From an optimization exercise on the open Yosys and OpenROAD flow, aimed at small area, a short achievable clock period and few clock cycles; shortcuts taken in it are not production practice. RTL that was checked went through simulation tests only; none was proved equivalent to the original. No functional check of the RTL was part of runs 1 to 4. No activity file was given, so power comes from the tool's default toggle rates.

--- design/flow/standard.sh ---
#!/bin/bash
# synth_recipe.tcl (not shown) runs the flow's synth.tcl, then flattens the netlist and writes it again
# the make line also repeats each setting of config.mk as NAME=value (left out here)
make -C /OpenROAD-flow-scripts/flow DESIGN_CONFIG=/design/flow/config.mk WORK_HOME=/design/flow/orfs CLKGATE_MAP_FILE= SYNTH_SCRIPT=/design/flow/synth_recipe.tcl "${@:-finish}"
--- design/flow/flow/run.sh ---
#!/bin/bash
# Standard layout, with repair_timing aiming at setup slack >= MARGIN ns
# (the clock period and constraints are unchanged).
set -euo pipefail
MARGIN=$(cat flow/margin.txt)
bash standard.sh SETUP_SLACK_MARGIN=$MARGIN finish > flow_make.log 2>&1
--- design/flow/design.v ---
module mul8cs(input [7:0] a, input [7:0] b, output [15:0] s, output [15:0] c);
    wire t1 = (a[0] & b[6]) ^ (a[1] & b[5]);
    wire t2 = (a[0] & b[6]) & (a[1] & b[5]);
    wire t3 = (a[0] & b[7]) ^ (a[1] & b[6]) ^ (a[2] & b[5]);
    wire t4 = ((a[0] & b[7]) & (a[1] & b[6])) | ((a[2] & b[5]) & ((a[0] & b[7]) ^ (a[1] & b[6])));
    wire t5 = (a[3] & b[4]) ^ (a[4] & b[3]);
    wire t6 = (a[3] & b[4]) & (a[4] & b[3]);
    wire t7 = (a[1] & b[7]) ^ (a[2] & b[6]) ^ (a[3] & b[5]);
    wire t8 = ((a[1] & b[7]) & (a[2] & b[6])) | ((a[3] & b[5]) & ((a[1] & b[7]) ^ (a[2] & b[6])));
    wire t9 = (a[4] & b[4]) ^ (a[5] & b[3]);
    wire t10 = (a[4] & b[4]) & (a[5] & b[3]);
    wire t11 = (a[2] & b[7]) ^ (a[3] & b[6]) ^ (a[4] & b[5]);
    wire t12 = ((a[2] & b[7]) & (a[3] & b[6])) | ((a[4] & b[5]) & ((a[2] & b[7]) ^ (a[3] & b[6])));
    wire t13 = (a[0] & b[4]) ^ (a[1] & b[3]);
    wire t14 = (a[0] & b[4]) & (a[1] & b[3]);
    wire t15 = (a[0] & b[5]) ^ (a[1] & b[4]) ^ (a[2] & b[3]);
    wire t16 = ((a[0] & b[5]) & (a[1] & b[4])) | ((a[2] & b[3]) & ((a[0] & b[5]) ^ (a[1] & b[4])));
    wire t17 = (a[3] & b[2]) ^ (a[4] & b[1]);
    wire t18 = (a[3] & b[2]) & (a[4] & b[1]);
    wire t19 = (a[2] & b[4]) ^ (a[3] & b[3]) ^ (a[4] & b[2]);
    wire t20 = ((a[2] & b[4]) & (a[3] & b[3])) | ((a[4] & b[2]) & ((a[2] & b[4]) ^ (a[3] & b[3])));
    wire t21 = (a[5] & b[1]) ^ (a[6] & b[0]) ^ t1;
    wire t22 = ((a[5] & b[1]) & (a[6] & b[0])) | (t1 & ((a[5] & b[1]) ^ (a[6] & b[0])));
    wire t23 = (a[5] & b[2]) ^ (a[6] & b[1]) ^ (a[7] & b[0]);
    wire t24 = ((a[5] & b[2]) & (a[6] & b[1])) | ((a[7] & b[0]) & ((a[5] & b[2]) ^ (a[6] & b[1])));
    wire t25 = t3 ^ t5 ^ t2;
    wire t26 = (t3 & t5) | (t2 & (t3 ^ t5));
    wire t27 = (a[6] & b[2]) ^ (a[7] & b[1]) ^ t7;
    wire t28 = ((a[6] & b[2]) & (a[7] & b[1])) | (t7 & ((a[6] & b[2]) ^ (a[7] & b[1])));
    wire t29 = t9 ^ t4 ^ t6;
    wire t30 = (t9 & t4) | (t6 & (t9 ^ t4));
    wire t31 = (a[5] & b[4]) ^ (a[6] & b[3]) ^ (a[7] & b[2]);
    wire t32 = ((a[5] & b[4]) & (a[6] & b[3])) | ((a[7] & b[2]) & ((a[5] & b[4]) ^ (a[6] & b[3])));
    wire t33 = t11 ^ t8 ^ t10;
    wire t34 = (t11 & t8) | (t10 & (t11 ^ t8));
    wire t35 = (a[3] & b[7]) ^ (a[4] & b[6]) ^ (a[5] & b[5]);
    wire t36 = ((a[3] & b[7]) & (a[4] & b[6])) | ((a[5] & b[5]) & ((a[3] & b[7]) ^ (a[4] & b[6])));
    wire t37 = (a[6] & b[4]) ^ (a[7] & b[3]) ^ t12;
    wire t38 = ((a[6] & b[4]) & (a[7] & b[3])) | (t12 & ((a[6] & b[4]) ^ (a[7] & b[3])));
    wire t39 = (a[4] & b[7]) ^ (a[5] & b[6]) ^ (a[6] & b[5]);
    wire t40 = ((a[4] & b[7]) & (a[5] & b[6])) | ((a[6] & b[5]) & ((a[4] & b[7]) ^ (a[5] & b[6])));
    wire t41 = (a[0] & b[3]) ^ (a[1] & b[2]);
    wire t42 = (a[0] & b[3]) & (a[1] & b[2]);
    wire t43 = (a[2] & b[2]) ^ (a[3] & b[1]) ^ (a[4] & b[0]);
    wire t44 = ((a[2] & b[2]) & (a[3] & b[1])) | ((a[4] & b[0]) & ((a[2] & b[2]) ^ (a[3] & b[1])));
    wire t45 = (a[5] & b[0]) ^ t15 ^ t17;
    wire t46 = ((a[5] & b[0]) & t15) | (t17 & ((a[5] & b[0]) ^ t15));
    wire t47 = t19 ^ t21 ^ t16;
    wire t48 = (t19 & t21) | (t16 & (t19 ^ t21));
    wire t49 = t23 ^ t25 ^ t20;
    wire t50 = (t23 & t25) | (t20 & (t23 ^ t25));
    wire t51 = t27 ^ t29 ^ t24;
    wire t52 = (t27 & t29) | (t24 & (t27 ^ t29));
    wire t53 = t31 ^ t33 ^ t28;
    wire t54 = (t31 & t33) | (t28 & (t31 ^ t33));
    wire t55 = t35 ^ t37 ^ t32;
    wire t56 = (t35 & t37) | (t32 & (t35 ^ t37));
    wire t57 = (a[7] & b[4]) ^ t39 ^ t36;
    wire t58 = ((a[7] & b[4]) & t39) | (t36 & ((a[7] & b[4]) ^ t39));
    wire t59 = (a[5] & b[7]) ^ (a[6] & b[6]) ^ (a[7] & b[5]);
    wire t60 = ((a[5] & b[7]) & (a[6] & b[6])) | ((a[7] & b[5]) & ((a[5] & b[7]) ^ (a[6] & b[6])));
    wire t61 = (a[0] & b[2]) ^ (a[1] & b[1]);
    wire t62 = (a[0] & b[2]) & (a[1] & b[1]);
    wire t63 = (a[2] & b[1]) ^ (a[3] & b[0]) ^ t41;
    wire t64 = ((a[2] & b[1]) & (a[3] & b[0])) | (t41 & ((a[2] & b[1]) ^ (a[3] & b[0])));
    wire t65 = t13 ^ t43 ^ t42;
    wire t66 = (t13 & t43) | (t42 & (t13 ^ t43));
    wire t67 = t14 ^ t45 ^ t44;
    wire t68 = (t14 & t45) | (t44 & (t14 ^ t45));
    wire t69 = t18 ^ t47 ^ t46;
    wire t70 = (t18 & t47) | (t46 & (t18 ^ t47));
    wire t71 = t22 ^ t49 ^ t48;
    wire t72 = (t22 & t49) | (t48 & (t22 ^ t49));
    wire t73 = t26 ^ t51 ^ t50;
    wire t74 = (t26 & t51) | (t50 & (t26 ^ t51));
    wire t75 = t30 ^ t53 ^ t52;
    wire t76 = (t30 & t53) | (t52 & (t30 ^ t53));
    wire t77 = t34 ^ t55 ^ t54;
    wire t78 = (t34 & t55) | (t54 & (t34 ^ t55));
    wire t79 = t38 ^ t57 ^ t56;
    wire t80 = (t38 & t57) | (t56 & (t38 ^ t57));
    wire t81 = t40 ^ t59 ^ t58;
    wire t82 = (t40 & t59) | (t58 & (t40 ^ t59));
    wire t83 = (a[6] & b[7]) ^ (a[7] & b[6]) ^ t60;
    wire t84 = ((a[6] & b[7]) & (a[7] & b[6])) | (t60 & ((a[6] & b[7]) ^ (a[7] & b[6])));
    assign s[0] = (a[0] & b[0]);
    assign c[0] = 1'b0;
    assign s[1] = (a[0] & b[1]);
    assign c[1] = (a[1] & b[0]);
    assign s[2] = (a[2] & b[0]);
    assign c[2] = t61;
    assign s[3] = t63;
    assign c[3] = t62;
    assign s[4] = t65;
    assign c[4] = t64;
    assign s[5] = t67;
    assign c[5] = t66;
    assign s[6] = t69;
    assign c[6] = t68;
    assign s[7] = t71;
    assign c[7] = t70;
    assign s[8] = t73;
    assign c[8] = t72;
    assign s[9] = t75;
    assign c[9] = t74;
    assign s[10] = t77;
    assign c[10] = t76;
    assign s[11] = t79;
    assign c[11] = t78;
    assign s[12] = t81;
    assign c[12] = t80;
    assign s[13] = t83;
    assign c[13] = t82;
    assign s[14] = (a[7] & b[7]);
    assign c[14] = t84;
    assign s[15] = 1'b0;
    assign c[15] = 1'b0;
endmodule
`timescale 1ns / 1ps
module convolution(
    input clk,
    input [7:0] pix,            
    input [71:0] kernel,
    input [1:0] ph,             
    output [19:0] sum
    );
    reg [7:0] px;
    reg [7:0] w0, w1, w2;
    always @(posedge clk) begin
        px <= pix;
        case (ph)
            2'd1: begin w0 <= kernel[7:0];   w1 <= kernel[15:8];  w2 <= kernel[23:16]; end
            2'd2: begin w0 <= kernel[31:24]; w1 <= kernel[39:32]; w2 <= kernel[47:40]; end
            default: begin w0 <= kernel[55:48]; w1 <= kernel[63:56]; w2 <= kernel[71:64]; end
        endcase
    end
    wire [15:0] ps0, pc0, ps1, pc1, ps2, pc2;
    mul8cs m0(.a(px), .b(w0), .s(ps0), .c(pc0));
    mul8cs m1(.a(px), .b(w1), .s(ps1), .c(pc1));
    mul8cs m2(.a(px), .b(w2), .s(ps2), .c(pc2));
    reg [15:0] qs0, qc0, qs1, qc1, qs2, qc2;
    always @(posedge clk) begin
        qs0 <= ps0; qc0 <= pc0;
        qs1 <= ps1; qc1 <= pc1;
        qs2 <= ps2; qc2 <= pc2;
    end
    reg first;
    always @(posedge clk) first <= (ph == 2'd2);
    reg [17:0] s0;
    reg [18:0] s1;
    reg [19:0] s2;
    always @(posedge clk) begin
        s0 <= (first ? 18'd0 : s0) + qs0 + qc0;
        s1 <= (first ? {1'b0, s0} : s1) + qs1 + qc1;
        s2 <= (first ? {1'b0, s1} : s2) + qs2 + qc2;
    end
    assign sum = s2;
endmodule
`timescale 1ns / 1ps
module controller_fsm(
    input clk,
    input rst,
    input start,
    output reg rd,
    output reg [14:0] addr,
    output reg [1:0] ph,
    output reg result_valid,
    output reg done
    );
    reg [7:0] col;              
    wire col_end = (col == 8'd129);
    wire last_rd = (addr == 15'd16899);
    reg o1, o2, o3, l1, l2, l3;         
    always @(posedge clk) begin
        if (rst) begin
            rd <= 1'b0;
            done <= 1'b0;
            result_valid <= 1'b0;
            o1 <= 1'b0; o2 <= 1'b0; o3 <= 1'b0; l1 <= 1'b0; l2 <= 1'b0; l3 <= 1'b0;
        end else begin
            o1 <= rd && (ph == 2'd2) && (col[7:1] != 7'd0);
            l1 <= rd && last_rd;
            o2 <= o1;
            l2 <= l1;
            o3 <= o2;
            l3 <= l2;
            result_valid <= o3;
            if (start) begin
                rd <= 1'b1;
                done <= 1'b0;
            end else begin
                if (last_rd) rd <= 1'b0;
                if (l3) done <= 1'b1;
            end
        end
    end
    always @(posedge clk) begin
        if (start) begin
            addr <= 15'd0;
            ph <= 2'd0;
            col <= 8'd0;
        end else begin
            ph <= (ph == 2'd2) ? 2'd0 : ph + 2'd1;
            if (ph == 2'd2) begin
                addr <= addr - 15'd259;
                col <= col_end ? 8'd0 : col + 8'd1;
            end else begin
                addr <= addr + 15'd130;
            end
        end
    end
endmodule
`timescale 1ns / 1ps
module conv2d_engine(
    input clk,
    input rst,                  
    input start,                
    input [71:0] kernel,        
    output mem_rd,              
    output [14:0] mem_addr,     
    input [7:0] mem_rdata,      
    output [23:0] result,       
    output result_valid,        
    output done                 
    );
    wire [1:0]  ph;
    wire [19:0] sum;
    controller_fsm ctrl(
        .clk(clk), .rst(rst), .start(start),
        .rd(mem_rd), .addr(mem_addr), .ph(ph),
        .result_valid(result_valid), .done(done)
    );
    convolution conv(
        .clk(clk), .pix(mem_rdata), .kernel(kernel), .ph(ph), .sum(sum)
    );
    assign result = {4'd0, sum};
endmodule
--- design/flow/constraint.sdc ---
create_clock -name core_clock -period 11.0 [get_ports {clk}]
set_input_delay 2.2000 -clock core_clock [delete_from_list [all_inputs] [get_ports {clk}]]
set_output_delay 2.2000 -clock core_clock [all_outputs]
set_load 0.01 [all_outputs]
--- design/flow/config.mk ---
export PLATFORM = sky130hd
export DESIGN_NAME = conv2d_engine
export DESIGN_NICKNAME = conv2d_engine
export VERILOG_FILES = /design/flow/design.v
export SDC_FILE = /design/flow/constraint.sdc
export NUM_CORES = 4
export LEC_CHECK = 0
export CAP_MARGIN = 20
export CORE_MARGIN = 2
export CORE_UTILIZATION = 40
export SLEW_MARGIN = 20
--- design/flow/flow/margin.txt ---
7.6
==> reports/results.tsv, run 1 <==
stage	metric	value	unit
status	status	finished clean	
job	maxCapViolations	0	
worst_setup_path	worst-path-max-fanout	2	
layout	final_net_count	1777	
grt	grt_pass1_vias	10017	
layout	multiInputGateArea	0.00838	mm²
floorplan	ios	125	
clock_tree	clock-root-buffer	clkbuf_16	
routing	vias	9390	
power_and_ir_drop	ir_drop	0.155	mV
clock_tree	cts_buffer_depth	3	
layout	layout_common_cells	dfxtp_1, inv_1, and2_1	
sta	slew_violations	0	
power_and_ir_drop	p_per_area	335	mW/mm²
worst_setup_path	crit_family	flip-flops	
grt	overflow	0	
floorplan	rows	67	
logic_synthesis	synth_top_cell_area_share	31.3	%
sta	worst_slew_pin_slew	0.988	ns
logic_synthesis	synth_area_leaders	dfxtp_1, fa_1, and2_1	
clock_tree	clk_pin_slew	0.06	ns
floorplan	start_util	40.4	%
layout	regArea	0.00428	mm²
placed_design	place.port_buffers	120	
clock_tree	holdBufCountCts	0	
logic_synthesis	syn_area	0.0135	mm²
logic_synthesis	ys_seq_area_share	31.3	%
worst_setup_path	crit_slowest_cell	dfxtp_1	
routing	drc_errors	0	
grt	grt_pass1_wl	50.9	mm
worst_setup_path	worstSetupStartpointType	flip-flop	
logic_synthesis	ys.flop_type	dfxtp_1	
layout	fillers	3200	
routing	via_per_inst	4.86	
logic_synthesis	synth_cells	1357	
logic_synthesis	synth_edf_count	0	
logic_synthesis	yosys.cell_types.count	75	
floorplan	die_area	0.0352	mm²
placed_design	dpl.hpwl	22.7	mm
logic_synthesis	synth_largest_area_cell	dfxtp_1	
power_and_ir_drop	leakage	7.07	nW
worst_setup_path	slowest_delay	0.35	ns
sta	finalHoldViolCount	0	
routing	firstDrtPassIters	5	
clock_tree	clock_latency	0.52	ns
routing	drt.antenna.violating_nets	0	
grt	antenna_found_initial	0	
hold_path	holdCritPathClass	flip-flop to flip-flop	
worst_setup_path	worstPathArrival	1.15	ns
worst_setup_path	r2r_setup_slack	7.73	ns
sta	min_period	3.35	ns
clock_tree	clkSinkCount	211	
routing	drt-total-wl	30.9	mm
worst_setup_path	criticalPathCategory	flip-flop to output pin	
floorplan	die_w	188	µm
sta	finalCritPeriodShare	30.5	%
layout	final_common_cell	dfxtp_1	
worst_setup_path	worst_ep_required_time	8.80	ns
sta	fmax	298	MHz
clock_tree	cts_buffers	25	
worst_setup_path	path_cells	dlygate4sd2_1	
sta	tns	0	ns
placed_design	place_inst	1882	
worst_setup_path	crit_path_end_kind	output pin	
sta	setup_viol	0	
layout	areaGrowthSynthToFinish	18.2	%
clock_tree	h-tree-depth	1	
floorplan	die_h	188	µm
grt	grtUsageTotal	18.1	%
sta	rsz0062_at_grt	true	
sta	finClkSkew	0.0131	ns
clock_tree	cts_tree	built	
worst_setup_path	path_buf_inv	1	
layout	finalNonFillerCells	1933	
sta	slew_headroom	34.0	%
logic_synthesis	async_reset_ff_share	0	%
routing	drt-initial-drc-count	373	
logic_synthesis	yosysWarningCount	2	
routing	post_drt_wl_per_cell	16.0	µm
grt	grt_max_degree	50	
layout	drive_above_1_share	9.03	%
placed_design	place.gp.congestion	0.826	
logic_synthesis	ys_ff_latch	211	
floorplan	core_area	0.0334	mm²
logic_synthesis	synth_area_per_cell	9.94	µm²
worst paths after layout:
| path | startpoint | to | cells after the start |
|---|---|---|---|
| setup / recovery | conv.s2[5]$_DFF_P_ | result[5] | 1 |
| hold / removal | ctrl.o3$_SDFF_PP0_ | ctrl.result_valid$_SDFF_PP0_ | 1 |
| setup reg to reg | conv.first$_DFF_P_ | conv.s1[17]$_DFF_P_ | 12 |
| hold reg to reg | ctrl.o3$_SDFF_PP0_ | ctrl.result_valid$_SDFF_PP0_ | 1 |
synth_stat cells (all sizes together) (3+ instances only):
cell    number
a211oi       6
a21o        14
a21oi       49
a22oi       24
a31o         3
a31oi        4
and2       166
and3         4
buf          8
clkbuf      42
dfxtp      211
fa         150
ha          76
inv        173
mux2        31
mux2i        7
nand2       86
nand2b       6
nand3       15
nand4        6
nor2        60
nor2b       27
nor3        14
o211ai      10
o21a         4
o21ai       48
o221ai       3
o31ai        3
or3          5
xnor2       41
xor2        23
repair_timing:
| item | in CTS | in global routing |
|---|---|---|
| buffers inserted | 2 | 3 |
| setup endpoints to repair | 69 | 31 |
| gates cloned | 1 | 1 |
| resized for setup | 100 | 19 |
| pin swaps | 1 | 0 |
flip-flops by register name, summed over array words and instances (netlist names), 2 cells and up:
| signal | flops |
|---|---|
| conv.qs1 | 15 |
| ctrl.ph | 2 |
| conv.w0 | 8 |
| conv.s2 | 20 |
| conv.qc2 | 14 |
| conv.s1 | 19 |
| conv.qc0 | 14 |
| ctrl.addr | 15 |
| conv.w1 | 8 |
| conv.qs0 | 15 |
| ctrl.col | 8 |
| conv.qc1 | 14 |
| conv.px | 8 |
| conv.w2 | 8 |
| conv.s0 | 18 |
| conv.qs2 | 15 |
stage by stage:
stage | power, mW | instance area (µm²) | hold slack [ns] | setup slack [ns] | utilization (%)
after CTS | 5.39 | 15900 | 0.445 | 7.54 | 47.7
after global placement | 4.50 | 15000 | 0.421 | 7.24 | 45.1
after floorplan | 3.78 | 13500 | 0.414 | 7.58 | -
after detailed placement | 4.56 | 15000 | 0.427 | 7.23 | 45.1
final | 5.34 | 15900 | 0.441 | 7.65 | 47.8
after global routing | 5.94 | 15900 | 0.446 | 7.56 | 47.8
power breakdown:
group	switching [mW]	internal (mW)
clock network	0.315	0.474
registers	0.267	1.11
logic	1.72	1.46
total	2.30	3.04
kinds of logic after synthesis:
| group | after synthesis | synth area share, % |
|---|---|---|
| simple gates | 401 | 15.9 |
| other cells | 1 | 0.0278 |
| buf+inv | 223 | 6.72 |
| fa+ha+maj | 226 | 29.3 |
| xor+xnor | 64 | 4.16 |
| compound gates | 193 | 9.51 |
| flops | 211 | 31.3 |
| mux | 38 | 3.11 |
routing by layer:
layer | wire [µm] | share of wire, % | vias to the layer above | global-route usage [%]
met5 | 0 | 0 | - | 0
met1 | 14200 | 46 | 4569 | 23.5
met4 | 626 | 2.0 | 0 | 4.75
met2 | 14400 | 47 | 203 | 30.7
met3 | 1650 | 5.3 | 37 | 3.56
li1 | - | - | 4581 | -
area by class of cell:
| class | count | area share, % |
|---|---|---|
| Multi-Input combinational cell | 926 | 52.6 |
| Sequential cell | 211 | 26.9 |
| Timing Repair Buffer | 131 | 8.07 |
| Clock buffer | 38 | 4.55 |
| Inverter | 173 | 4.07 |
| Tap cell | 448 | 3.52 |
| Clock inverter | 5 | 0.338 |
| Antenna cell | 1 | 0.0157 |
==> run 2, diff against run 1 <==
==> design/flow/flow/margin.txt (replaced) <==
8.0
==> reports/results.tsv, run 2 <==
stage	metric	value	unit	change
status	status	finished clean		unchanged
power_and_ir_drop	p_per_area	365	mW/mm²	was 335 mW/mm²
grt	overflow	0		unchanged
routing	drt.antenna.violating_nets	0		unchanged
worst_setup_path	worstPathArrival	1.00	ns	was 1.15 ns
logic_synthesis	synth_top_family_by_area	adder cells		unchanged
logic_synthesis	synth_area_leaders	dfxtp_1, fa_1, and2_1		unchanged
logic_synthesis	synth_largest_area_cell	dfxtp_1		unchanged
layout	largestRegisters	conv.s2 (20), conv.s1 (19), conv.s0 (18)		unchanged
placed_design	place.port_buffers	120		unchanged
worst_setup_path	worstSetupStartpointType	flip-flop		unchanged
hold_path	holdCritPathClass	flip-flop to flip-flop		unchanged
logic_synthesis	synth_top_cell_area_share	31.3	%	unchanged
logic_synthesis	post-synth-top-count-cell	dfxtp_1		unchanged
sta	slew_violations	0		unchanged
floorplan	ios	125		unchanged
logic_synthesis	synth_area_per_cell	9.94	µm²	unchanged
job	maxCapViolations	0		unchanged
layout	utilization	52.3	%	was 47.8%
grt	grt_max_degree	50		unchanged
worst_setup_path	r2r_setup_slack	7.84	ns	was 7.73 ns
placed_design	place_inst	1886		was 1,882
logic_synthesis	muxShareOfSynthArea	3.11	%	unchanged
layout	largest_reg_flops	20		unchanged
clock_tree	cts_tree	built		unchanged
routing	wl_met2	15.5	mm	was 14.4 mm
clock_tree	cts_buffer_depth	3		unchanged
sta	finalCritPeriodShare	29.1	%	was 30.5%
layout	top_register	conv.s2		unchanged
logic_synthesis	ys_ff_latch	211		unchanged
clock_tree	cts_buffers	24		was 25
routing	via_per_inst	4.90		was 4.86
sta	finalHoldViolCount	0		unchanged
logic_synthesis	synthAdderAreaFrac	29.3	%	unchanged
worst_setup_path	slowest_delay	0.37	ns	was 0.35 ns
clock_tree	clk_pin_slew	0.06	ns	about the same
clock_tree	clkSinkCount	211		unchanged
sta	setup_viol	0		unchanged
sta	hold_slack	0.438	ns	was 0.441 ns
logic_synthesis	async_reset_ff_share	0	%	unchanged
clock_tree	clock_latency	0.52	ns	about the same
grt	grt_pass1_vias	10228		was 10,017
routing	drt-total-wl	33.5	mm	was 30.9 mm
logic_synthesis	synth-simple-area-share	15.9	%	unchanged
worst_setup_path	crit_family	flip-flops		unchanged
sta	slew_headroom	38.7	%	was 34.0%
power_and_ir_drop	ir_drop	0.186	mV	was 0.155 mV
logic_synthesis	synth_common_cells	dfxtp_1, inv_1, and2_1, fa_1, nand2_1		unchanged
layout	finalNonFillerCells	2009		was 1,933
logic_synthesis	synth_xor_area_share	4.16	%	unchanged
floorplan	die_h	188	µm	unchanged
logic_synthesis	synth_edf_count	0		unchanged
logic_synthesis	synth_compound_gate_area_share	9.51	%	unchanged
logic_synthesis	syn_area	0.0135	mm²	unchanged
placed_design	place.gp.congestion	0.799		was 0.826
logic_synthesis	ys.flop_type	dfxtp_1		unchanged
worst_setup_path	rr_worst_depth	11		was 12
layout	n_antenna_cell	0		was 1
routing	firstDrtPassIters	4		was 5
routing	post_drt_wl_per_cell	16.7	µm	was 16.0 µm
grt	antenna_found_initial	0		unchanged
worst_setup_path	crit_path_end_kind	output pin		unchanged
worst_setup_path	path_buf_inv	1		unchanged
sta	rsz0062_at_grt	true		unchanged
floorplan	die_area	0.0352	mm²	unchanged
worst_setup_path	criticalPathCategory	flip-flop to output pin		unchanged
grt	grt_pass1_wl	53.2	mm	was 50.9 mm
layout	areaGrowthSynthToFinish	29.2	%	was 18.2%
grt	grtUsageTotal	18.8	%	was 18.1%
clock_tree	h-tree-depth	1		unchanged
layout	final_net_count	1852		was 1,777
sta	tns	0	ns	unchanged
sta	worst_slew_pin_slew	0.920	ns	was 0.988 ns
placed_design	dpl.hpwl	22.5	mm	was 22.7 mm
routing	maxUsedRoutingLayer	met4		unchanged
floorplan	start_util	40.4	%	unchanged
power_and_ir_drop	leakage	7.59	nW	was 7.07 nW
clock_tree	holdBufCountCts	0		unchanged
worst_setup_path	r2r_start	conv.first$_DFF_P_		unchanged
clock_tree	clock-root-buffer	clkbuf_16		unchanged
hold_path	hold_depth	1		unchanged
worst_setup_path	worst_ep_required_time	8.80	ns	about the same
sta	fmax	312	MHz	was 298 MHz
worst_setup_path	r2r_end	conv.s1[18]$_DFF_P_		was conv.s1[17]$_DFF_P_
floorplan	core_area	0.0334	mm²	unchanged
layout	layout_common_cells	inv_1, and2_1, dfxtp_1		was dfxtp_1, inv_1, and2_1
routing	drc_errors	0		unchanged
hold_path	hold_end	ctrl.o3$_SDFF_PP0_		was ctrl.result_valid$_SDFF_PP0_
logic_synthesis	synth_cells	1357		unchanged
logic_synthesis	ys_seq_area_share	31.3	%	unchanged
floorplan	rows	67		unchanged
routing	drt-initial-drc-count	512		was 373
routing	routedLengthMet1	15.7	mm	was 14.2 mm
routing	vias	9835		was 9,390
worst_setup_path	crit_slowest_cell	dfxtp_4		was dfxtp_1
worst_setup_path	path_cells	buf_6		was dlygate4sd2_1
logic_synthesis	yosysWarningCount	2		unchanged
sta	min_period	3.20	ns	was 3.35 ns
layout	final_common_cell	inv_1		was dfxtp_1
logic_synthesis	yosys.cell_types.count	75		unchanged
floorplan	die_w	188	µm	unchanged
layout	drive_above_1_share	22.5	%	was 9.03%
worst_setup_path	worst-path-max-fanout	2		unchanged
sta	finClkSkew	0.0101	ns	was 0.0131 ns
routing	dr_wl_met3	1.54	mm	was 1.65 mm
hold_path	min_from	ctrl.o2$_SDFF_PP0_		was ctrl.o3$_SDFF_PP0_
## run 2: repair_timing
action,4_1_cts,5_1_grt
pin swaps,24,52
gates cloned,5,2
resized for setup,308,90
endpoints found under the setup margin,108,84
buffers inserted,44,28
## run 2: kinds of logic after synthesis
kind of cell | after synthesis
AOI/OAI and AO/OA | 193
DFF | 211
xor gates and xnor gates | 64
other | 1
buffers and inverters | 223
adders and majority gates | 226
and+or+nand+nor | 401
muxes | 38
## run 2: worst max-delay path by stage
stage                        startpoint                  endpoint  slack, ns  cells after the start
finish              conv.s2[14]$_DFF_P_                result[14]       7.80                      1
global route         conv.first$_DFF_P_       conv.s1[18]$_DFF_P_       7.78                     11
CTS                 conv.s2[14]$_DFF_P_                result[14]       7.78                      1
detailed placement                start  ctrl.addr[13]$_SDFF_PP0_       7.23                      4
global placement                  start  ctrl.addr[13]$_SDFF_PP0_       7.21                      4
floorplan            conv.first$_DFF_P_       conv.s1[17]$_DFF_P_       7.99                     13
## run 2: report_power, final
group          leakage, nW  internal [mW]  switching, mW  total, mW
registers             1.77           1.12          0.262       1.38
clock network        0.373          0.443          0.318      0.761
logic                 5.44           2.11           2.11       4.22
total                 7.59           3.67           2.69       6.37
## run 2: stage by stage
stage | cell area [µm²] | power [mW] | worst slack [ns]
final | 17400 | 6.37 | 7.80
after global routing | 17400 | 6.94 | 7.78
after CTS | 16800 | 5.80 | 7.78
after detailed placement | 15100 | 4.58 | 7.23
after global placement | 15100 | 4.53 | 7.21
after floorplan | 13600 | 3.82 | 7.99
## run 2: metal layers
| layer | track usage (%) | up-vias |
|---|---|---|
| li1 | - | 4736 |
| met1 | 25.9 | 4798 |
| met2 | 31.3 | 253 |
| met3 | 2.56 | 48 |
| met4 | 4.75 | 0 |
| met5 | 0 | - |
## run 2: layout make-up
class / instances / area, µm²
timing repair buffer: 207 / 2100
sequential: 211 / 4340
inverter: 173 / 649
multi-input combinational: 926 / 9030
clock buffer: 36 / 707
tap: 448 / 561
clock inverter: 8 / 42.5
fill: 3008 / 15900
==> run 3, diff against run 2 <==
==> design/flow/flow/margin.txt (replaced) <==
8.4
==> reports/results.tsv, run 3 <==
stage	metric	value	unit	change
floorplan	die_area	0.0352	mm²	unchanged
clock_tree	clkSinkCount	211		unchanged
job	maxCapViolations	0		unchanged
worst_setup_path	r2r_start	conv.first$_DFF_P_		unchanged
logic_synthesis	synth_area_per_cell	9.94	µm²	unchanged
sta	tns	0	ns	unchanged
sta	finalCritPeriodShare	29.1	%	about the same
layout	utilization	55.7	%	was 52.3%
layout	final_common_cell	dfxtp_1		was inv_1
logic_synthesis	yosysWarningCount	2		unchanged
hold_path	hold_depth	1		unchanged
floorplan	die_h	188	µm	unchanged
worst_setup_path	rr_worst_depth	12		was 11
placed_design	place.port_buffers	120		unchanged
placed_design	place.gp.congestion	0.827		was 0.799
sta	rsz0062_at_grt	true		unchanged
sta	min_period	3.20	ns	about the same
power_and_ir_drop	power.share.combinational	68.1	%	was 66.3%
power_and_ir_drop	leakage	7.98	nW	was 7.59 nW
sta	layout_setup_ws	7.80	ns	about the same
routing	drt-total-wl	34.6	mm	was 33.5 mm
grt	overflow	0		unchanged
clock_tree	cts_tree	built		unchanged
logic_synthesis	synth_compound_gate_area_share	9.51	%	unchanged
routing	vias	10024		was 9,835
sta	setup_viol	0		unchanged
layout	largestRegisters	conv.s2 (20), conv.s1 (19), conv.s0 (18)		unchanged
routing	via_per_inst	4.88		was 4.90
floorplan	core_area	0.0334	mm²	unchanged
power_and_ir_drop	p_sw_share	41.2	%	was 42.3%
routing	post_drt_wl_per_cell	16.8	µm	was 16.7 µm
logic_synthesis	synth_cells	1357		unchanged
layout	n_antenna_cell	0		unchanged
layout	largest_reg_flops	20		unchanged
worst_setup_path	criticalPathCategory	flip-flop to output pin		unchanged
power_and_ir_drop	p_total	6.99	mW	was 6.37 mW
floorplan	ios	125		unchanged
sta	fmax	312	MHz	about the same
worst_setup_path	r2r_end	conv.s1[18]$_DFF_P_		unchanged
floorplan	start_util	40.4	%	unchanged
worst_setup_path	path_buf_inv	1		unchanged
power_and_ir_drop	ir_drop	0.179	mV	was 0.186 mV
logic_synthesis	synth_area_leaders	dfxtp_1, fa_1, and2_1		unchanged
logic_synthesis	synth_top_family_by_area	adder cells		unchanged
placed_design	dpl-instance-area	0.0153	mm²	was 0.0151 mm²
logic_synthesis	ys_ff_latch	211		unchanged
sta	worst_slew_pin_slew	0.938	ns	was 0.920 ns
worst_setup_path	crit_path_end_kind	output pin		unchanged
power_and_ir_drop	seqPwrFrac	19.7	%	was 21.7%
routing	drt-initial-drc-count	386		was 512
grt	antenna_found_initial	0		unchanged
logic_synthesis	synth_largest_area_cell	dfxtp_1		unchanged
logic_synthesis	async_reset_ff_share	0	%	unchanged
clock_tree	h-tree-depth	1		unchanged
hold_path	holdCritPathClass	flip-flop to flip-flop		unchanged
logic_synthesis	ys_seq_area_share	31.3	%	unchanged
power_and_ir_drop	pwr-share-clk	12.2	%	was 11.9%
grt	grt_pass1_wl	55.3	mm	was 53.2 mm
power_and_ir_drop	intPower	4.11	mW	was 3.67 mW
logic_synthesis	synth_common_cells	dfxtp_1, inv_1, and2_1, fa_1, nand2_1		unchanged
logic_synthesis	synth_xor_area_share	4.16	%	unchanged
power_and_ir_drop	switchingPower	2.88	mW	was 2.69 mW
clock_tree	cts_buffer_depth	3		unchanged
routing	drc_errors	0		unchanged
worst_setup_path	slowest_delay	0.37	ns	about the same
worst_setup_path	worst-path-max-fanout	2		unchanged
layout	final_net_count	1900		was 1,852
routing	firstDrtPassIters	4		unchanged
routing	drt.antenna.violating_nets	0		unchanged
worst_setup_path	path_cells	buf_6		unchanged
layout	areaGrowthSynthToFinish	37.7	%	was 29.2%
grt	grt_pass1_vias	10581		was 10,228
worst_setup_path	crit_slowest_cell	dfxtp_2		was dfxtp_4
logic_synthesis	synth-simple-area-share	15.9	%	unchanged
logic_synthesis	ys.flop_type	dfxtp_1		unchanged
logic_synthesis	yosys.cell_types.count	75		unchanged
worst_setup_path	worstPathArrival	1.00	ns	about the same
floorplan	die_w	188	µm	unchanged
placed_design	dpl.hpwl	22.5	mm	about the same
hold_path	min_from	conv.qs2[0]$_DFF_P_		was ctrl.o2$_SDFF_PP0_
hold_path	hold_end	conv.s2[0]$_DFF_P_		was ctrl.o3$_SDFF_PP0_
status	status	finished clean		unchanged
logic_synthesis	muxShareOfSynthArea	3.11	%	unchanged
clock_tree	clk_pin_slew	0.06	ns	about the same
floorplan	rows	67		unchanged
logic_synthesis	synth_edf_count	0		unchanged
layout	stdcell_area	0.0186	mm²	was 0.0174 mm²
clock_tree	holdBufCountCts	0		unchanged
worst_setup_path	worst_ep_required_time	8.80	ns	about the same
sta	slew_headroom	37.4	%	was 38.7%
layout	layout_common_cells	dfxtp_1, inv_1, and2_1		was inv_1, and2_1, dfxtp_1
logic_synthesis	post-synth-top-count-cell	dfxtp_1		unchanged
placed_design	post-place-ws	7.18	ns	was 7.23 ns
sta	slew_violations	0		unchanged
clock_tree	cts_buffers	25		was 24
grt	grt_max_degree	50		unchanged
power_and_ir_drop	p_per_area	376	mW/mm²	was 365 mW/mm²
worst_setup_path	worstSetupStartpointType	flip-flop		unchanged
grt	grtUsageTotal	19.8	%	was 18.8%
layout	top_register	conv.s2		unchanged
clock_tree	clock_latency	0.52	ns	about the same
logic_synthesis	synthAdderAreaFrac	29.3	%	unchanged
logic_synthesis	syn_area	0.0135	mm²	unchanged
logic_synthesis	synth_top_cell_area_share	31.3	%	unchanged
clock_tree	clock-root-buffer	clkbuf_16		unchanged
worst_setup_path	crit_family	flip-flops		unchanged
layout	drive_above_1_share	32.0	%	was 22.5%
worst_setup_path	r2r_setup_slack	7.86	ns	was 7.84 ns
sta	finalHoldViolCount	0		unchanged
sta	finClkSkew	0.00760	ns	was 0.0101 ns
==> run 3: cell counts after synthesis <==
Identical to the previous run, type by type.
==> run 3: worst max-delay path by stage <==
stage                                    end  cells after the start                 from  slack [ns]
floorplan                conv.s1[17]$_DFF_P_                     13   conv.first$_DFF_P_        7.99
global placement    ctrl.addr[13]$_SDFF_PP0_                      4                start        7.21
detailed placement  ctrl.addr[13]$_SDFF_PP0_                      4                start        7.18
CTS                               result[14]                      1  conv.s2[14]$_DFF_P_        7.78
global route             conv.s1[18]$_DFF_P_                     12   conv.first$_DFF_P_        7.74
finish                            result[15]                      1  conv.s2[15]$_DFF_P_        7.80
==> run 3: layout make-up <==
| cell class | instances | area (µm²) |
|---|---|---|
| clock inverters | 12 | 165 |
| repair buffers | 254 | 2610 |
| fillers | 2965 | 14800 |
| flip-flops and latches | 211 | 4350 |
| inverters | 173 | 649 |
| well taps | 448 | 561 |
| multi-input cells | 926 | 9560 |
| clock buffers | 32 | 672 |
==> run 3: routing by layer <==
metal  GRT usage [%]  up-vias  share of wire, %  wire [µm]
met5               0        -                 0          0
met4            5.60        0               2.7        928
met3            3.07       50               4.6       1610
met2            34.3      256                48      16600
met1            25.6     4885                45      15500
li1                -     4833                 -          -
==> run 3: cell families after synthesis <==
group                    Yosys count
other                              1
AND/OR/NAND/NOR                  401
AO/OA/AOI/OAI                    193
adder cells (fa/ha/maj)          226
multiplexers                      38
XOR/XNOR                          64
buffers and inverters            223
flip-flops                       211
==> run 3: power by group through the flow <==
| stage | registers [mW] | logic, mW | clock network [mW] |
|---|---|---|---|
| 6_report | 1.38 | 4.76 | 0.849 |
| 2_1_floorplan | 1.28 | 2.76 | 0 |
| 3_3_place_gp | 1.40 | 3.33 | 0 |
| 5_1_grt | 1.41 | 5.27 | 0.902 |
| 4_1_cts | 1.38 | 4.21 | 0.866 |
| 3_5_place_dp | 1.40 | 3.41 | 0 |
==> run 3: timing repair <==
item | in CTS | in global routing
setup buffers | 100 | 26
endpoints found under the setup margin | 160 | 119
pin swaps | 77 | 77
gates resized for setup | 404 | 102
gates cloned | 6 | 0
==> run 3: metrics by stage <==
stage	cells	hold WS (ns)
after floorplan	1360	0.414
after global placement	1880	0.427
after detailed placement	1880	0.425
after CTS	2030	0.445
after global routing	2056	0.450
final	2056	0.442
==> run 4, diff against run 3 <==
==> design/flow/run.sh (new file) <==
#!/bin/bash
# synth_recipe.tcl (not shown) runs the flow's synth.tcl, then flattens the netlist and writes it again
# the make line also repeats each setting of config.mk as NAME=value (left out here)
make -C /OpenROAD-flow-scripts/flow DESIGN_CONFIG=/design/flow/config.mk WORK_HOME=/design/flow/orfs CLKGATE_MAP_FILE= SYNTH_SCRIPT=/design/flow/synth_recipe.tcl finish
removed: design/flow/flow/run.sh
removed: design/flow/flow/margin.txt
removed: design/flow/standard.sh
==> reports/results.tsv, run 4 <==
stage	metric	value	unit	change
status	status	finished clean		unchanged
grt	grt-busiest-layer	met2		unchanged
layout	largest_reg_flops	20		unchanged
layout	final_common_cell	dfxtp_1		unchanged
clock_tree	clock-root-buffer	clkbuf_16		unchanged
grt	global_route.usage.met1	23.6	%	was 25.6%
clock_tree	cts_resized	0		was 404
floorplan	start_util	40.4	%	unchanged
layout	top_register	conv.s2		unchanged
sta	rsz0062_at_grt	false		was true
hold_path	hold_depth	1		unchanged
logic_synthesis	synth_common_cells	dfxtp_1, inv_1, and2_1, fa_1, nand2_1		unchanged
sta	fmax	253	MHz	was 312 MHz
layout	drive_above_1_share	6.16	%	was 32.0%
clock_tree	holdBufCountCts	0		unchanged
routing	vias	9263		was 10,024
routing	via_per_inst	4.81		was 4.88
sta	setup_viol	0		unchanged
layout	n_antenna_cell	0		unchanged
routing	drc_errors	0		unchanged
layout	stdcell_area	0.0159	mm²	was 0.0186 mm²
worst_setup_path	worst_ep_required_time	8.80	ns	about the same
placed_design	dpl-instance-area	0.0150	mm²	was 0.0153 mm²
worst_setup_path	worst-path-max-fanout	9		was 2
layout	layout_common_cells	dfxtp_1, inv_1, and2_1		unchanged
layout	largestRegisters	conv.s2 (20), conv.s1 (19), conv.s0 (18)		unchanged
worst_setup_path	worstPathArrival	1.75	ns	was 1.00 ns
sta	slew_headroom	29.3	%	was 37.4%
worst_setup_path	crit_family	buffers and inverters		was flip-flops
logic_synthesis	yosys.cell_types.count	75		unchanged
placed_design	place.port_buffers	120		unchanged
power_and_ir_drop	p_per_area	337	mW/mm²	was 376 mW/mm²
sta	finalHoldViolCount	0		unchanged
power_and_ir_drop	ir_drop	0.142	mV	was 0.179 mV
clock_tree	cts_tree	built		unchanged
worst_setup_path	crit_slowest_cell	clkdlybuf4s50_1		was dfxtp_2
layout	areaGrowthSynthToFinish	17.6	%	was 37.7%
worst_setup_path	crit_cells	1		unchanged
grt	grt_pass1_vias	9546		was 10,581
floorplan	die_area	0.0352	mm²	unchanged
worst_setup_path	path_cells	clkdlybuf4s50_1		was buf_6
logic_synthesis	post-synth-top-count-cell	dfxtp_1		unchanged
clock_tree	clkSinkCount	211		unchanged
grt	antenna_found_initial	0		unchanged
grt	grtUsageMet3	2.90	%	was 3.07%
logic_synthesis	ys.flop_type	dfxtp_1		unchanged
grt	overflow	0		unchanged
placed_design	place.gp.congestion	0.835		was 0.827
clock_tree	cts_buffers	24		was 25
logic_synthesis	yosysWarningCount	2		unchanged
clock_tree	cts_buffer_depth	3		unchanged
floorplan	die_w	188	µm	unchanged
clock_tree	postCtsSetupBuffers	0		was 100
floorplan	ios	125		unchanged
logic_synthesis	synth_top_cell_area_share	31.3	%	unchanged
logic_synthesis	synth_cells	1357		unchanged
logic_synthesis	async_reset_ff_share	0	%	unchanged
worst_setup_path	worstSetupStartpointType	flip-flop		unchanged
logic_synthesis	ys_seq_area_share	31.3	%	unchanged
sta	tns	0	ns	unchanged
worst_setup_path	crit_path_end_kind	output pin		unchanged
logic_synthesis	synth_area_leaders	dfxtp_1, fa_1, and2_1		unchanged
placed_design	dpl.hpwl	22.4	mm	was 22.5 mm
logic_synthesis	synth_largest_area_cell	dfxtp_1		unchanged
routing	firstDrtPassIters	5		was 4
routing	drt-initial-drc-count	376		was 386
power_and_ir_drop	leakage	6.98	nW	was 7.98 nW
clock_tree	clk_pin_slew	0.06	ns	about the same
logic_synthesis	ys_ff_latch	211		unchanged
routing	drt.antenna.violating_nets	0		unchanged
worst_setup_path	criticalPathCategory	flip-flop to output pin		unchanged
grt	grt_use_met2	28.9	%	was 34.3%
sta	finalCritPeriodShare	35.9	%	was 29.1%
sta	slew_violations	0		unchanged
layout	final_net_count	1770		was 1,900
worst_setup_path	rr_worst_depth	10		was 12
sta	finClkSkew	0.00681	ns	was 0.00760 ns
sta	worst_slew_pin_slew	1.06	ns	was 0.938 ns
worst_setup_path	path_buf_inv	1		unchanged
floorplan	core_area	0.0334	mm²	unchanged
sta	hold_slack	0.441	ns	was 0.442 ns
routing	drt-total-wl	29.7	mm	was 34.6 mm
grt	grt_max_degree	64		was 50
clock_tree	h-tree-depth	1		unchanged
clock_tree	clock_latency	0.52	ns	about the same
logic_synthesis	synth_edf_count	0		unchanged
grt	grt_pass1_wl	49.1	mm	was 55.3 mm
grt	grtUsageTotal	17.3	%	was 19.8%
logic_synthesis	syn_area	0.0135	mm²	unchanged
hold_path	holdCritPathClass	flip-flop to flip-flop		unchanged
routing	post_drt_wl_per_cell	15.4	µm	was 16.8 µm
floorplan	rows	67		unchanged
floorplan	die_h	188	µm	unchanged
sta	min_period	3.95	ns	was 3.20 ns
worst_setup_path	slowest_delay	0.64	ns	was 0.37 ns
logic_synthesis	synth_area_per_cell	9.94	µm²	unchanged
job	maxCapViolations	0		unchanged
-- run 4: cell counts after synthesis --
Identical to the previous run, type by type.
-- run 4: cell families (layout without fill, tap and decap cells) --
logic type | count (synthesis) | count (layout) | share of synthesized area, %
AOI/OAI and AO/OA | 193 | 193 | 9.51
xor gates and xnor gates | 64 | 64 | 4.16
adders and majority gates | 226 | 226 | 29.3
buffers and inverters | 223 | 341 | 6.72
DFF | 211 | 211 | 31.3
muxes | 38 | 38 | 3.11
other | 1 | 4 | 0.0278
and+or+nand+nor | 401 | 401 | 15.9
-- run 4: through the flow --
stage               utilization, %  instances  power [mW]  setup slack (ns)
CTS                           47.5       1926        5.41              7.03
global placement              45.1       1883        4.50              7.20
detailed placement            45.1       1883        4.56              7.20
finish                        47.5       1926        5.35              7.05
global route                  47.5       1926        5.92              7.00
floorplan                        -       1360        3.78              7.41
-- run 4: final timing paths --
check | startpoint | slack [ns] | endpoint
setup / recovery | ctrl.addr[7]$_SDFF_PP0_ | 7.05 | mem_addr[7]
hold / removal | ctrl.l1$_SDFF_PP0_ | 0.44 | ctrl.l2$_SDFF_PP0_
setup reg to reg | conv.first$_DFF_P_ | 7.26 | conv.s1[12]$_DFF_P_
hold reg to reg | ctrl.l1$_SDFF_PP0_ | 0.44 | ctrl.l2$_SDFF_PP0_
-- run 4: power breakdown --
| group | switching [mW] | leakage (nW) | internal (mW) |
|---|---|---|---|
| clock network | 0.319 | 0.395 | 0.499 |
| logic | 1.70 | 4.82 | 1.46 |
| registers | 0.263 | 1.76 | 1.10 |
| total | 2.28 | 6.98 | 3.06 |
-- run 4: layer usage --
| layer | up-vias | part of all wire (%) |
|---|---|---|
| met4 | 0 | 1.4 |
| met1 | 4468 | 48 |
| met2 | 188 | 46 |
| li1 | 4582 | - |
| met5 | - | 0 |
| met3 | 25 | 4.9 |
-- run 4: area by class of cell --
cell class / instances / area, µm²
Fill cell: 3204 / 17500
Multi-Input combinational cell: 926 / 8370
Sequential cell: 211 / 4230
Tap cell: 448 / 561
Inverter: 173 / 649
Timing Repair Buffer: 125 / 1240
Clock inverter: 11 / 139
Clock buffer: 32 / 672
==> run 5, diff against run 4 <==
--- a/design/flow/design.v
+++ b/design/flow/design.v
@@ -169,6 +169,7 @@
     );
-    reg [7:0] col;              
-    wire col_end = (col == 8'd129);
+    reg [7:0] k;
+    reg busy;                   
     wire last_rd = (addr == 15'd16899);
-    reg o1, o2, o3, l1, l2, l3;         
+    wire k_end = (k == 8'd127);  
+    wire out = busy && (ph == 2'd2) && !k[7];
     always @(posedge clk) begin
@@ -176,15 +177,10 @@
             rd <= 1'b0;
+            busy <= 1'b0;
             done <= 1'b0;
             result_valid <= 1'b0;
-            o1 <= 1'b0; o2 <= 1'b0; o3 <= 1'b0; l1 <= 1'b0; l2 <= 1'b0; l3 <= 1'b0;
         end else begin
-            o1 <= rd && (ph == 2'd2) && (col[7:1] != 7'd0);
-            l1 <= rd && last_rd;
-            o2 <= o1;
-            l2 <= l1;
-            o3 <= o2;
-            l3 <= l2;
-            result_valid <= o3;
+            result_valid <= out;
             if (start) begin
                 rd <= 1'b1;
+                busy <= 1'b1;
                 done <= 1'b0;
@@ -192,3 +188,6 @@
                 if (last_rd) rd <= 1'b0;
-                if (l3) done <= 1'b1;
+                if (out && k_end && !rd) begin
+                    busy <= 1'b0;
+                    done <= 1'b1;
+                end
             end
@@ -200,3 +199,3 @@
             ph <= 2'd0;
-            col <= 8'd0;
+            k <= 8'd253;
         end else begin
@@ -205,3 +204,3 @@
                 addr <= addr - 15'd259;
-                col <= col_end ? 8'd0 : col + 8'd1;
+                k <= k_end ? 8'd254 : k + 8'd1;
             end else begin
==> design/flow/flow/run.sh (new file) <==
#!/bin/bash
# Standard layout, with repair_timing aiming at setup slack >= MARGIN ns
# (the clock period and constraints are unchanged).
set -euo pipefail
MARGIN=$(cat flow/margin.txt)
bash standard.sh SETUP_SLACK_MARGIN=$MARGIN finish > flow_make.log 2>&1
==> design/flow/flow/margin.txt (new file) <==
7.6
==> design/flow/standard.sh (new file) <==
#!/bin/bash
# synth_recipe.tcl (not shown) runs the flow's synth.tcl, then flattens the netlist and writes it again
# the make line also repeats each setting of config.mk as NAME=value (left out here)
make -C /OpenROAD-flow-scripts/flow DESIGN_CONFIG=/design/flow/config.mk WORK_HOME=/design/flow/orfs CLKGATE_MAP_FILE= SYNTH_SCRIPT=/design/flow/synth_recipe.tcl "${@:-finish}"
removed: design/flow/run.sh
==> reports/results.tsv, run 5 <==
stage	metric	value	unit	change
layout	fillers	3029		was 3,204
routing	drt-total-wl	30.4	mm	was 29.7 mm
grt	overflow	0		unchanged
worst_setup_path	worst-path-max-fanout	2		was 9
worst_setup_path	slowest_delay	0.36	ns	was 0.64 ns
placed_design	place.port_buffers	120		unchanged
logic_synthesis	yosys.cell_types.count	62		was 75
layout	drive_above_1_share	12.6	%	was 6.16%
worst_setup_path	crit_slowest_cell	dfxtp_1		was clkdlybuf4s50_1
logic_synthesis	synth_top_cell_area_share	31.5	%	was 31.3%
worst_setup_path	crit_cells	1		unchanged
worst_setup_path	criticalPathCategory	flip-flop to output pin		unchanged
sta	finClkSkew	0.0211	ns	was 0.00681 ns
worst_setup_path	worstPathArrival	1.16	ns	was 1.75 ns
floorplan	ios	125		unchanged
clock_tree	cts_buffers	25		was 24
logic_synthesis	post-synth-top-count-cell	dfxtp_1		unchanged
logic_synthesis	synth_largest_area_cell	dfxtp_1		unchanged
routing	drt.antenna.violating_nets	0		unchanged
layout	utilization	49.8	%	was 47.5%
routing	firstDrtPassIters	4		was 5
sta	finalCritPeriodShare	30.5	%	was 35.9%
layout	largestRegisters	conv.s2 (20), conv.s1 (19), conv.s0 (18)		unchanged
hold_path	holdCritPathClass	flip-flop to flip-flop		unchanged
routing	drc_errors	0		unchanged
clock_tree	holdBufCountCts	0		unchanged
layout	multiInputGateArea	0.00851	mm²	was 0.00837 mm²
worst_setup_path	worst_ep_required_time	8.80	ns	about the same
worst_setup_path	path_buf_inv	1		unchanged
logic_synthesis	ys_seq_area_share	31.5	%	was 31.3%
grt	grt_max_degree	50		was 64
grt	grt_pass1_vias	9435		was 9,546
floorplan	die_h	185	µm	was 188 µm
layout	top_register	conv.s2		unchanged
logic_synthesis	async_reset_ff_share	0	%	unchanged
sta	finalHoldViolCount	0		unchanged
floorplan	core_area	0.0324	mm²	was 0.0334 mm²
job	maxCapViolations	0		unchanged
layout	layout_common_cells	dfxtp_1, and2_1, inv_1		was dfxtp_1, inv_1, and2_1
worst_setup_path	r2r_start	conv.first$_DFF_P_		unchanged
placed_design	post-place-ws	6.90	ns	was 7.20 ns
sta	min_period	3.36	ns	was 3.95 ns
floorplan	rows	66		was 67
layout	areaGrowthSynthToFinish	23.2	%	was 17.6%
logic_synthesis	ys_ff_latch	206		was 211
floorplan	die_w	185	µm	was 188 µm
grt	grt_pass1_wl	49.4	mm	was 49.1 mm
sta	hold_slack	0.447	ns	was 0.441 ns
clock_tree	cts_buffer_depth	3		unchanged
layout	final_common_cell	dfxtp_1		unchanged
logic_synthesis	synth_area_leaders	dfxtp_1, fa_1, and2_1		unchanged
logic_synthesis	synth_area_per_cell	9.97	µm²	was 9.94 µm²
layout	regArea	0.00416	mm²	was 0.00423 mm²
status	status	finished clean		unchanged
logic_synthesis	synth_cells	1312		was 1,357
worst_setup_path	crit_family	flip-flops		was buffers and inverters
clock_tree	clk_pin_slew	0.06	ns	about the same
placed_design	dpl-instance-area	0.0147	mm²	was 0.0150 mm²
sta	slew_violations	0		unchanged
worst_setup_path	rr_worst_depth	13		was 10
floorplan	start_util	40.4	%	about the same
layout	largest_reg_flops	20		unchanged
hold_path	hold_depth	1		unchanged
grt	antenna_found_initial	0		unchanged
placed_design	place.gp.congestion	0.792		was 0.835
worst_setup_path	worstSetupStartpointType	flip-flop		unchanged
power_and_ir_drop	leakage	7.16	nW	was 6.98 nW
power_and_ir_drop	p_per_area	352	mW/mm²	was 337 mW/mm²
sta	tns	0	ns	unchanged
sta	fmax	298	MHz	was 253 MHz
floorplan	die_area	0.0342	mm²	was 0.0352 mm²
placed_design	place_inst	1842		was 1,883
layout	stdcell_area	0.0161	mm²	was 0.0159 mm²
hold_path	hold_end	conv.s1[0]$_DFF_P_		was ctrl.l2$_SDFF_PP0_
worst_setup_path	crit_path_end_kind	output pin		unchanged
logic_synthesis	synth_edf_count	0		unchanged
clock_tree	h-tree-depth	1		unchanged
layout	final_net_count	1756		was 1,770
clock_tree	clock-root-buffer	clkbuf_16		unchanged
sta	setup_viol	0		unchanged
logic_synthesis	syn_area	0.0131	mm²	was 0.0135 mm²
routing	post_drt_wl_per_cell	16.0	µm	was 15.4 µm
layout	finalNonFillerCells	1907		was 1,926
routing	vias	9169		was 9,263
sta	slew_headroom	30.7	%	was 29.3%
clock_tree	cts_tree	built		unchanged
sta	layout_setup_ws	7.64	ns	was 7.05 ns
clock_tree	clkSinkCount	206		was 211
logic_synthesis	synth_common_cells	dfxtp_1, and2_1, inv_1, fa_1, nand2_1		was dfxtp_1, inv_1, and2_1, fa_1, nand2_1
sta	worst_slew_pin_slew	1.04	ns	was 1.06 ns
layout	n_antenna_cell	0		unchanged
power_and_ir_drop	ir_drop	0.165	mV	was 0.142 mV
worst_setup_path	r2r_setup_slack	7.69	ns	was 7.26 ns
sta	rsz0062_at_grt	true		was false
logic_synthesis	yosysWarningCount	2		unchanged
grt	grtUsageTotal	18.3	%	was 17.3%
clock_tree	clock_latency	0.52	ns	about the same
routing	drt-initial-drc-count	379		was 376
logic_synthesis	ys.flop_type	dfxtp_1		unchanged
worst_setup_path	path_cells	dlygate4sd2_1		was clkdlybuf4s50_1
hold_path	min_from	conv.qs1[0]$_DFF_P_		was ctrl.l1$_SDFF_PP0_
placed_design	dpl.hpwl	22.6	mm	was 22.4 mm
worst_setup_path	r2r_end	conv.s2[17]$_DFF_P_		was conv.s1[12]$_DFF_P_
power_and_ir_drop	p_total	5.68	mW	was 5.35 mW
routing	via_per_inst	4.81		about the same
## run 5: cell types whose count changed after synthesis, sizes merged, moves of 7 or more
cell,change
a211oi,+7
clkbuf,-9
inv,-9
nor2,-8
o211ai,-8
o21ai,+8
xnor2,-7
## run 5: worst max-delay path by stage
stage,from,endpoint,slack (ns)
after floorplan,conv.first$_DFF_P_,conv.s2[17]$_DFF_P_,7.61
after global placement,conv.first$_DFF_P_,conv.s2[19]$_DFF_P_,6.95
after detailed placement,conv.first$_DFF_P_,conv.s2[19]$_DFF_P_,6.90
after CTS,ctrl.addr[6]$_SDFF_PP0_,mem_addr[6],7.60
after global routing,conv.first$_DFF_P_,conv.s0[14]$_DFF_P_,7.53
final,conv.s2[2]$_DFF_P_,result[2],7.64
## run 5: logic make-up (layout without fill, tap and decap cells)
group / count (synthesis) / after routing / share of synthesized area (%)
AND/OR/NAND/NOR: 381 / 381 / 15.7
adder cells (fa/ha/maj): 225 / 225 / 30.1
buffers and inverters: 207 / 357 / 6.06
flip-flops: 206 / 206 / 31.5
AO/OA/AOI/OAI: 196 / 196 / 9.50
XOR/XNOR: 59 / 59 / 3.95
multiplexers: 37 / 37 / 3.15
other: 1 / 4 / 0.0287
## run 5: routing by layer
layer | track usage, % | wire [µm] | vias up
met5 | 0 | 0 | -
met1 | 25.1 | 14300 | 4408
met4 | 4.38 | 643 | 0
met2 | 30.0 | 13700 | 225
li1 | - | - | 4495
met3 | 3.11 | 1710 | 41
## run 5: power by group
| part | total, mW | internal (mW) | switching, mW |
|---|---|---|---|
| registers | 1.35 | 1.09 | 0.265 |
| clock network | 0.832 | 0.508 | 0.324 |
| logic | 3.50 | 1.67 | 1.83 |
## run 5: area by class of cell
class / instances / share of cell area [%]
Clock buffer: 30 / 4.18
Clock inverter: 14 / 1.02
Inverter: 164 / 3.82
Timing Repair Buffer: 149 / 8.96
Multi-Input combinational cell: 902 / 52.8
Tap cell: 442 / 3.43
Sequential cell: 206 / 25.8
## run 5: timing repair
| item | in CTS | in global routing |
|---|---|---|
| pin swaps | 4 | 31 |
| gates resized for setup | 81 | 77 |
| cloned | 2 | 0 |
| endpoints found under the setup margin | 63 | 52 |
| setup buffers | 8 | 11 |
Testbench counts of run 5, summed over its fixed seeds: cycles 399,392.
==> run 6, diff against run 5 <==
==> design/flow/flow/margin.txt (replaced) <==
7.3
==> reports/results.tsv, run 6 <==
stage	metric	value	unit	change
status	status	finished clean		unchanged
logic_synthesis	ys_ff_latch	206		unchanged
sta	worst_slew_pin_slew	1.01	ns	was 1.04 ns
logic_synthesis	yosysWarningCount	2		unchanged
clock_tree	clkSinkCount	206		unchanged
logic_synthesis	synth_area_leaders	dfxtp_1, fa_1, and2_1		unchanged
worst_setup_path	crit_family	buffers and inverters		was flip-flops
sta	slew_headroom	32.3	%	was 30.7%
layout	regArea	0.00413	mm²	was 0.00416 mm²
sta	fmax	274	MHz	was 298 MHz
routing	firstDrtPassIters	5		was 4
layout	layout_common_cells	dfxtp_1, and2_1, inv_1		unchanged
logic_synthesis	yosys.cell_types.count	62		unchanged
clock_tree	cts_buffers	25		unchanged
logic_synthesis	synth_largest_area_cell	dfxtp_1		unchanged
routing	drc_errors	0		unchanged
sta	slew_violations	0		unchanged
worst_setup_path	worstPathArrival	1.45	ns	was 1.16 ns
worst_setup_path	path_buf_inv	1		unchanged
routing	drt-initial-drc-count	384		was 379
floorplan	ios	125		unchanged
sta	rsz0062_at_grt	true		unchanged
logic_synthesis	syn_area	0.0131	mm²	unchanged
routing	via_per_inst	4.76		was 4.81
layout	top_register	conv.s2		unchanged
floorplan	die_w	185	µm	unchanged
placed_design	place.port_buffers	120		unchanged
grt	grt_max_degree	50		unchanged
sta	finalCritPeriodShare	33.2	%	was 30.5%
routing	drt-total-wl	30.2	mm	was 30.4 mm
worst_setup_path	worst_ep_required_time	8.80	ns	about the same
grt	grtUsageTotal	18.0	%	was 18.3%
clock_tree	h-tree-depth	1		unchanged
floorplan	rows	66		unchanged
job	maxCapViolations	0		unchanged
placed_design	place_inst	1841		was 1,842
grt	antenna_found_initial	0		unchanged
clock_tree	clk_pin_slew	0.06	ns	about the same
floorplan	die_h	185	µm	unchanged
routing	vias	8984		was 9,169
placed_design	dpl-instance-area	0.0147	mm²	about the same
clock_tree	cts_buffer_depth	3		unchanged
worst_setup_path	worst-path-max-fanout	2		unchanged
power_and_ir_drop	leakage	7.10	nW	was 7.16 nW
clock_tree	holdBufCountCts	0		unchanged
logic_synthesis	async_reset_ff_share	0	%	unchanged
layout	n_antenna_cell	0		unchanged
placed_design	place.gp.congestion	0.809		was 0.792
sta	finalHoldViolCount	0		unchanged
power_and_ir_drop	p_per_area	339	mW/mm²	was 352 mW/mm²
grt	overflow	0		unchanged
layout	drive_above_1_share	7.33	%	was 12.6%
logic_synthesis	synth_area_per_cell	9.97	µm²	unchanged
worst_setup_path	worstSetupStartpointType	flip-flop		unchanged
floorplan	die_area	0.0342	mm²	unchanged
sta	setup_viol	0		unchanged
routing	drt.antenna.violating_nets	0		unchanged
layout	stdcell_area	0.0157	mm²	was 0.0161 mm²
floorplan	start_util	40.4	%	unchanged
hold_path	holdCritPathClass	flip-flop to flip-flop		unchanged
placed_design	dpl.hpwl	23.0	mm	was 22.6 mm
floorplan	core_area	0.0324	mm²	unchanged
clock_tree	cts_tree	built		unchanged
layout	final_common_cell	dfxtp_1		unchanged
grt	grt_pass1_vias	9270		was 9,435
sta	tns	0	ns	unchanged
sta	min_period	3.65	ns	was 3.36 ns
logic_synthesis	synth_edf_count	0		unchanged
logic_synthesis	synth_top_cell_area_share	31.5	%	unchanged
power_and_ir_drop	ir_drop	0.124	mV	was 0.165 mV
layout	largest_reg_flops	20		unchanged
worst_setup_path	slowest_delay	0.56	ns	was 0.36 ns
logic_synthesis	synth_cells	1312		unchanged
clock_tree	clock_latency	0.53	ns	was 0.52 ns
sta	finClkSkew	0.0184	ns	was 0.0211 ns
worst_setup_path	crit_path_end_kind	output pin		unchanged
layout	areaGrowthSynthToFinish	20.1	%	was 23.2%
layout	final_net_count	1736		was 1,756
clock_tree	postCtsSetupBuffers	0		was 8
layout	utilization	48.6	%	was 49.8%
worst_setup_path	crit_slowest_cell	clkdlybuf4s50_1		was dfxtp_1
layout	largestRegisters	conv.s2 (20), conv.s1 (19), conv.s0 (18)		unchanged
logic_synthesis	ys_seq_area_share	31.5	%	unchanged
layout	finalNonFillerCells	1888		was 1,907
layout	fillers	3062		was 3,029
worst_setup_path	criticalPathCategory	flip-flop to output pin		unchanged
clock_tree	clock-root-buffer	clkbuf_16		unchanged
routing	post_drt_wl_per_cell	16.0	µm	about the same
layout	multiInputGateArea	0.00821	mm²	was 0.00851 mm²
logic_synthesis	post-synth-top-count-cell	dfxtp_1		unchanged
worst_setup_path	path_cells	clkdlybuf4s50_1		was dlygate4sd2_1
grt	grt_pass1_wl	48.6	mm	was 49.4 mm
logic_synthesis	synth_common_cells	dfxtp_1, and2_1, inv_1, fa_1, nand2_1		unchanged
logic_synthesis	ys.flop_type	dfxtp_1		unchanged
==> run 6: cell count changes in the layout (fill, tap and decap cells not counted), sizes merged <==
cell           before  now
bufinv              3    5
clkinvlp            2    3
clkdlybuf4s15      15    0
bufbuf              2    1
clkbuf             38   32
dlygate4sd2        15   10
buf                27    7
clkdlybuf4s50      81  105
dlymetal6s2s        1    5
clkinv              8    5
==> run 6: power by group <==
part | internal, mW | switching, mW | total (mW)
Sequential | 1.08 | 0.260 | 1.34
Clock | 0.555 | 0.328 | 0.883
Combinational | 1.43 | 1.67 | 3.10
==> run 6: repair_timing <==
action	in CTS	in global routing
resized for setup	22	9
pin swaps	0	1
endpoints found under the setup margin	21	12
cloned	1	1
==> run 6: layout make-up <==
class                           count  area share, %
Inverter                          164           3.92
Timing Repair Buffer              129           8.42
Clock buffer                       31           4.31
Multi-Input combinational cell    902           52.2
Clock inverter                     14           1.34
Sequential cell                   206           26.3
Tap cell                          442           3.52
==> run 6: layer usage <==
| layer | part of all wire (%) | track usage [%] | vias to the layer above |
|---|---|---|---|
| li1 | - | - | 4452 |
| met1 | 48 | 24.9 | 4294 |
| met2 | 45 | 29.6 | 203 |
| met3 | 5.2 | 3.22 | 35 |
| met4 | 1.3 | 3.65 | 0 |
| met5 | 0 | 0 | - |
==> run 6: path summary, 6_finish.rpt <==
kind | cells after the start | endpoint | start | slack (ns)
hold reg to reg | 1 | conv.s2[0]$_DFF_P_ | conv.qs2[0]$_DFF_P_ | 0.45
setup / recovery | 1 | result[11] | conv.s2[11]$_DFF_P_ | 7.35
setup reg to reg | 12 | conv.s2[19]$_DFF_P_ | conv.first$_DFF_P_ | 7.45
hold / removal | 1 | conv.s2[0]$_DFF_P_ | conv.qs2[0]$_DFF_P_ | 0.45
==> run 6: metrics by stage <==
| step | worst slack [ns] | hold WS, ns | total power, mW |
|---|---|---|---|
| 2_1_floorplan | 7.38 | 0.419 | 3.61 |
| 3_3_place_gp | 6.87 | 0.427 | 4.38 |
| 3_5_place_dp | 6.82 | 0.431 | 4.43 |
| 4_1_cts | 7.30 | 0.453 | 5.35 |
| 5_1_grt | 7.24 | 0.464 | 5.87 |
| 6_report | 7.35 | 0.445 | 5.33 |
==> run 6: cell families after synthesis <==
| family | synth area share (%) |
|---|---|
| buffers and inverters | 6.06 |
| flip-flops | 31.5 |
| adder cells (fa/ha/maj) | 30.1 |
| other | 0.0287 |
| XOR/XNOR | 3.95 |
| multiplexers | 3.15 |
| AND/OR/NAND/NOR | 15.7 |
| AO/OA/AOI/OAI | 9.50 |

afterwards: timing with drivers on the ports:
In the flow no input, the clock included, has a driving cell. The finished layouts below were timed again as built, in two steps.
Step 1, drivers: a clkbuf_16 drives clk and a buf_2 each remaining input, both assumed.
Step 2 also shifts input and output timing later by t, the mid clock arrival at the registers, as if the neighbouring blocks saw the same clock.
Slacks: ideal ports / drivers / drivers and shift; pairs: ideal ports / drivers.
run	t (ns)	slack for setup (ns)	hold slack, ns	worst setup path at the end	pins driven straight from the clock port
run 1	0.570	7.647 / 7.595 / 7.239	0.441 / 0.441 / 0.441	input to register	1
run 2	0.562	7.798 / 7.746 / 7.766	0.438 / 0.438 / 0.438	input to register	1
run 3	0.566	7.795 / 7.745 / 7.859	0.442 / 0.442 / 0.442	input to register	1
run 4	0.567	7.051 / 6.998 / 7.216	0.441 / 0.441 / 0.441	input to register	1
run 5	0.556	7.644 / 7.593 / 7.602	0.447 / 0.447 / 0.447	input to register	1
run 6	0.565	7.349 / 7.298 / 7.072	0.445 / 0.445 / 0.445	input to register	1
After both steps setup and hold are still met in every run listed. For run 1, which loses most, drivers alone change the setup slack by -0.052 ns; drivers and shift together by -0.408 ns.
